This design comes from an exercise in tuning for small area on the open sky130 flow, not from production work.
In this exercise RTL edits were held to simulation tests only and were not proved equivalent to the original.

Design mul_128_module, start of the top module:
module mul_128_module (
  input  wire         clk,
  input  wire [127:0] A,
  input  wire [127:0] B,
  output wire [255:0] mul_128,
  input  wire         In_Busy,
  output reg          Out_Busy
);
  wire [254:0] prod;
  reg  [254:0] prod_q;
  clmul_kara #(.N(128), .LEAF(4)) u_mul (.a(A), .b(B), .p(prod));
  always @(posedge clk) begin
    prod_q   <= prod;
    Out_Busy <= In_Busy;
  end
  assign mul_128 = {1'b0, prod_q};
endmodule
Settings: LEC_CHECK=0, CAP_MARGIN=20, CORE_MARGIN=2, CORE_UTILIZATION=50, GPL_TIMING_DRIVEN=0, SETUP_SLACK_MARGIN=0.15, SLEW_MARGIN=20; clock period 8.0 ns.
standard.sh (not shown) runs the stock make flow with config.mk's settings and CLKGATE_MAP_FILE= SYNTH_SCRIPT=/design/flow/synth_recipe.tcl, a recipe that flattens the netlist after the stock synthesis.
==> flow/flow/run.sh <==
#!/bin/bash
set -euo pipefail
here=$(pwd)
export DONT_BUFFER_PORTS=1
export PRE_GLOBAL_PLACE_TCL=$here/flow/pre_gpl.tcl
export LAYER_PARASITICS_FILE=$here/flow/rc.tcl
export FLOW_ABC_SCRIPT=$here/flow/abc_xor.script
sed "s#SYNTH_SCRIPT=[^ ]*#SYNTH_SCRIPT=$here/flow/synth.tcl#" standard.sh > own_standard.sh
grep -q "SYNTH_SCRIPT=$here/flow/synth.tcl" own_standard.sh
bash own_standard.sh > standard.log 2>&1
==> flow/flow/abc_xor.script <==
strash
&get -n
&st
&dch -f
&nf -R 1000
&put
&get -n
&st
&dch
&nf -R 1000
&put
topo
==> flow/flow/pre_gpl.tcl <==
# Before global placement: drop the buffers ABC added, bring ABC's upsized
# gates back to their smallest size (repair_design and repair_timing size
# them up again where needed), then buffer the ports with plain buffers.
remove_buffers
foreach inst [get_cells *] {
  set ref [get_property $inst ref_name]
  if {[regexp {^(sky130_fd_sc_hd__(?:xor2|xnor2|nand2|nor2|and2|or2|mux2|mux2i|inv))_[2-9]$} $ref -> base]} {
    replace_cell $inst [get_lib_cells ${base}_1]
  }
}
buffer_ports -inputs -buffer_cell sky130_fd_sc_hd__buf_4
buffer_ports -outputs -buffer_cell sky130_fd_sc_hd__buf_1
==> flow/flow/rc.tcl <==
# sky130hd's setRC.tcl with wire capacitance x1.3 and resistance x1.2:
# the extracted parasitics of this design's routed nets run about 20-30%
# above the global-route estimate, so timing repair aims at the real loads.
set_layer_rc -layer li1 -capacitance 1.94870e-04 -resistance 8.61120e-02
set_layer_rc -layer met1 -capacitance 2.24088e-04 -resistance 1.07148e-03
set_layer_rc -layer met2 -capacitance 1.77103e-04 -resistance 1.07148e-03
set_layer_rc -layer met3 -capacitance 2.79451e-04 -resistance 1.88040e-04
set_layer_rc -layer met4 -capacitance 1.92566e-04 -resistance 1.88040e-04
set_layer_rc -layer met5 -capacitance 2.00313e-04 -resistance 2.13720e-05

set_layer_rc -via mcon -resistance 9.249146E-3
set_layer_rc -via via -resistance 4.5E-3
set_layer_rc -via via2 -resistance 3.368786E-3
set_layer_rc -via via3 -resistance 0.376635E-3
set_layer_rc -via via4 -resistance 0.00580E-3

set_wire_rc -signal -layer met1
set_wire_rc -clock -layer met3

==> flow/flow/synth.tcl <==
proc synth {args} { yosys synth -nofsm -noshare {*}$args }
proc abc {args} {
  set i [lsearch -exact $args -script]
  if {$i >= 0} { lset args [expr {$i + 1}] $::env(FLOW_ABC_SCRIPT) }
  yosys abc {*}$args
}
source $::env(SCRIPTS_DIR)/synth.tcl
# left out here: clear keep_hierarchy, flatten, clean up, hide names made inside functions, write 1_2_yosys.v
Next try:
- CAP_MARGIN: 20 -> 8
- SLEW_MARGIN: 20 -> 8
Outcome: The new run finished with timing, DRC and antenna clean. Clock-buffer cell count is lower by 2. Worst setup slack is better by 0.29 ns. Core utilization decreases by 0.83 points.
Next try:
--- a/flow/flow/run.sh
+++ b/flow/flow/run.sh
@@ -4,5 +4,4 @@
 export DONT_BUFFER_PORTS=1
 export PRE_GLOBAL_PLACE_TCL=$here/flow/pre_gpl.tcl
-export LAYER_PARASITICS_FILE=$here/flow/rc.tcl
 export FLOW_ABC_SCRIPT=$here/flow/abc_xor.script
 sed "s#SYNTH_SCRIPT=[^ ]*#SYNTH_SCRIPT=$here/flow/synth.tcl#" standard.sh > own_standard.sh
- CAP_MARGIN: 8 -> 20
- SETUP_SLACK_MARGIN: 0.15 -> 0.7
- SLEW_MARGIN: 8 -> 20
removed: flow/flow/rc.tcl
Effect:
- Now the flow ran to the end with violations: capacitance limit, setup timing
- worst hold slack improves by 0.0054 ns
- core utilization drops by 0.83 points
- first-iteration DRC count came out higher by about 7%
Next try:
--- a/flow/flow/run.sh
+++ b/flow/flow/run.sh
@@ -4,4 +4,5 @@
 export DONT_BUFFER_PORTS=1
 export PRE_GLOBAL_PLACE_TCL=$here/flow/pre_gpl.tcl
+export LAYER_PARASITICS_FILE=$here/flow/rc.tcl
 export FLOW_ABC_SCRIPT=$here/flow/abc_xor.script
 sed "s#SYNTH_SCRIPT=[^ ]*#SYNTH_SCRIPT=$here/flow/synth.tcl#" standard.sh > own_standard.sh
--- a/flow/flow/pre_gpl.tcl
+++ b/flow/flow/pre_gpl.tcl
@@ -9,4 +9,4 @@
   }
 }
-buffer_ports -inputs -buffer_cell sky130_fd_sc_hd__buf_4
+buffer_ports -inputs -buffer_cell sky130_fd_sc_hd__buf_2
 buffer_ports -outputs -buffer_cell sky130_fd_sc_hd__buf_1
==> flow/flow/rc.tcl (new file) <==
# sky130hd's setRC.tcl with wire capacitance x1.2 and resistance x1.1:
# the extracted parasitics of this design's routed nets run above the
# global-route estimate, so timing repair aims at the real loads.
set_layer_rc -layer li1 -capacitance 1.79880e-04 -resistance 7.89360e-02
set_layer_rc -layer met1 -capacitance 2.06850e-04 -resistance 9.82190e-04
set_layer_rc -layer met2 -capacitance 1.63480e-04 -resistance 9.82190e-04
set_layer_rc -layer met3 -capacitance 2.57954e-04 -resistance 1.72370e-04
set_layer_rc -layer met4 -capacitance 1.77754e-04 -resistance 1.72370e-04
set_layer_rc -layer met5 -capacitance 1.84904e-04 -resistance 1.95910e-05

set_layer_rc -via mcon -resistance 9.249146E-3
set_layer_rc -via via -resistance 4.5E-3
set_layer_rc -via via2 -resistance 3.368786E-3
set_layer_rc -via via3 -resistance 0.376635E-3
set_layer_rc -via via4 -resistance 0.00580E-3

set_wire_rc -signal -layer met1
set_wire_rc -clock -layer met3

- SETUP_SLACK_MARGIN: 0.7 -> 0.15
Result: Now the flow produced a clean layout; cell count increases by about 0.55%; routed wire length decreases by 0.75%; critical path depth increases by 1; setup slack improved by 0.31 ns; clock-buffer cell count increases by 11; global-route usage hardly moves; via count decreases by 0.31%; die area stays the same.
Next try:
==> flow/flow/rc.tcl (replaced) <==
# sky130hd's setRC.tcl with wire capacitance x1.3 and resistance x1.2:
# the extracted parasitics of this design's routed nets run about 20-30%
# above the global-route estimate, so timing repair aims at the real loads.
set_layer_rc -layer li1 -capacitance 1.94870e-04 -resistance 8.61120e-02
set_layer_rc -layer met1 -capacitance 2.24088e-04 -resistance 1.07148e-03
set_layer_rc -layer met2 -capacitance 1.77103e-04 -resistance 1.07148e-03
set_layer_rc -layer met3 -capacitance 2.79451e-04 -resistance 1.88040e-04
set_layer_rc -layer met4 -capacitance 1.92566e-04 -resistance 1.88040e-04
set_layer_rc -layer met5 -capacitance 2.00313e-04 -resistance 2.13720e-05

set_layer_rc -via mcon -resistance 9.249146E-3
set_layer_rc -via via -resistance 4.5E-3
set_layer_rc -via via2 -resistance 3.368786E-3
set_layer_rc -via via3 -resistance 0.376635E-3
set_layer_rc -via via4 -resistance 0.00580E-3

set_wire_rc -signal -layer met1
set_wire_rc -clock -layer met3

- CAP_MARGIN: 20 -> 8
- CTS_BUF_LIST: unset -> sky130_fd_sc_hd__clkbuf_8
- SLEW_MARGIN: 20 -> 8
Outcome: The changed run produced a clean layout; routed wire length barely changes; critical path depth drops by 2; cell area is about the same; final cell count stays flat.

## what the ideal ports hide
How much do the figures lean on ideal ports? The routed layouts below were timed once more, with nothing changed but the port constraints.
Step 1 sets driving cells, clkbuf_16 on the clock port and buf_2 on the other inputs (assumed; they add their load-dependent delay and slew).
Step 2 also shifts input and output timing later by t, the mid clock arrival at the registers, as if the neighbouring blocks saw the same clock.
Three values: ideal ports, drivers, drivers and shift; two values: the first two.
run | t (ns) | setup WS [ns] | worst setup path after step 2 | worst data-port slew with drivers (ns) | pins driven straight from the clock port
the first run | 0.797 | 0.383 / 0.461 / -0.336 | input to register | 0.14 | 1
the second run | 0.782 | 0.669 / 0.730 / -0.052 | input to register | 0.13 | 1
the third run | 0.734 | -0.164 / -0.098 / -0.832 | input to register | 0.14 | 1
the fourth run | 0.725 | 0.147 / 0.217 / -0.508 | input to register | 0.13 | 1
the fifth run | 0.810 | 0.574 / 0.618 / -0.192 | input to register | 0.14 | 1
Met with ideal ports but missed after step 2: setup timing in the first run, the second run, the fourth run and the fifth run. For the fifth run, which loses most, drivers alone change the setup slack by +0.044 ns; drivers and shift together by -0.766 ns.
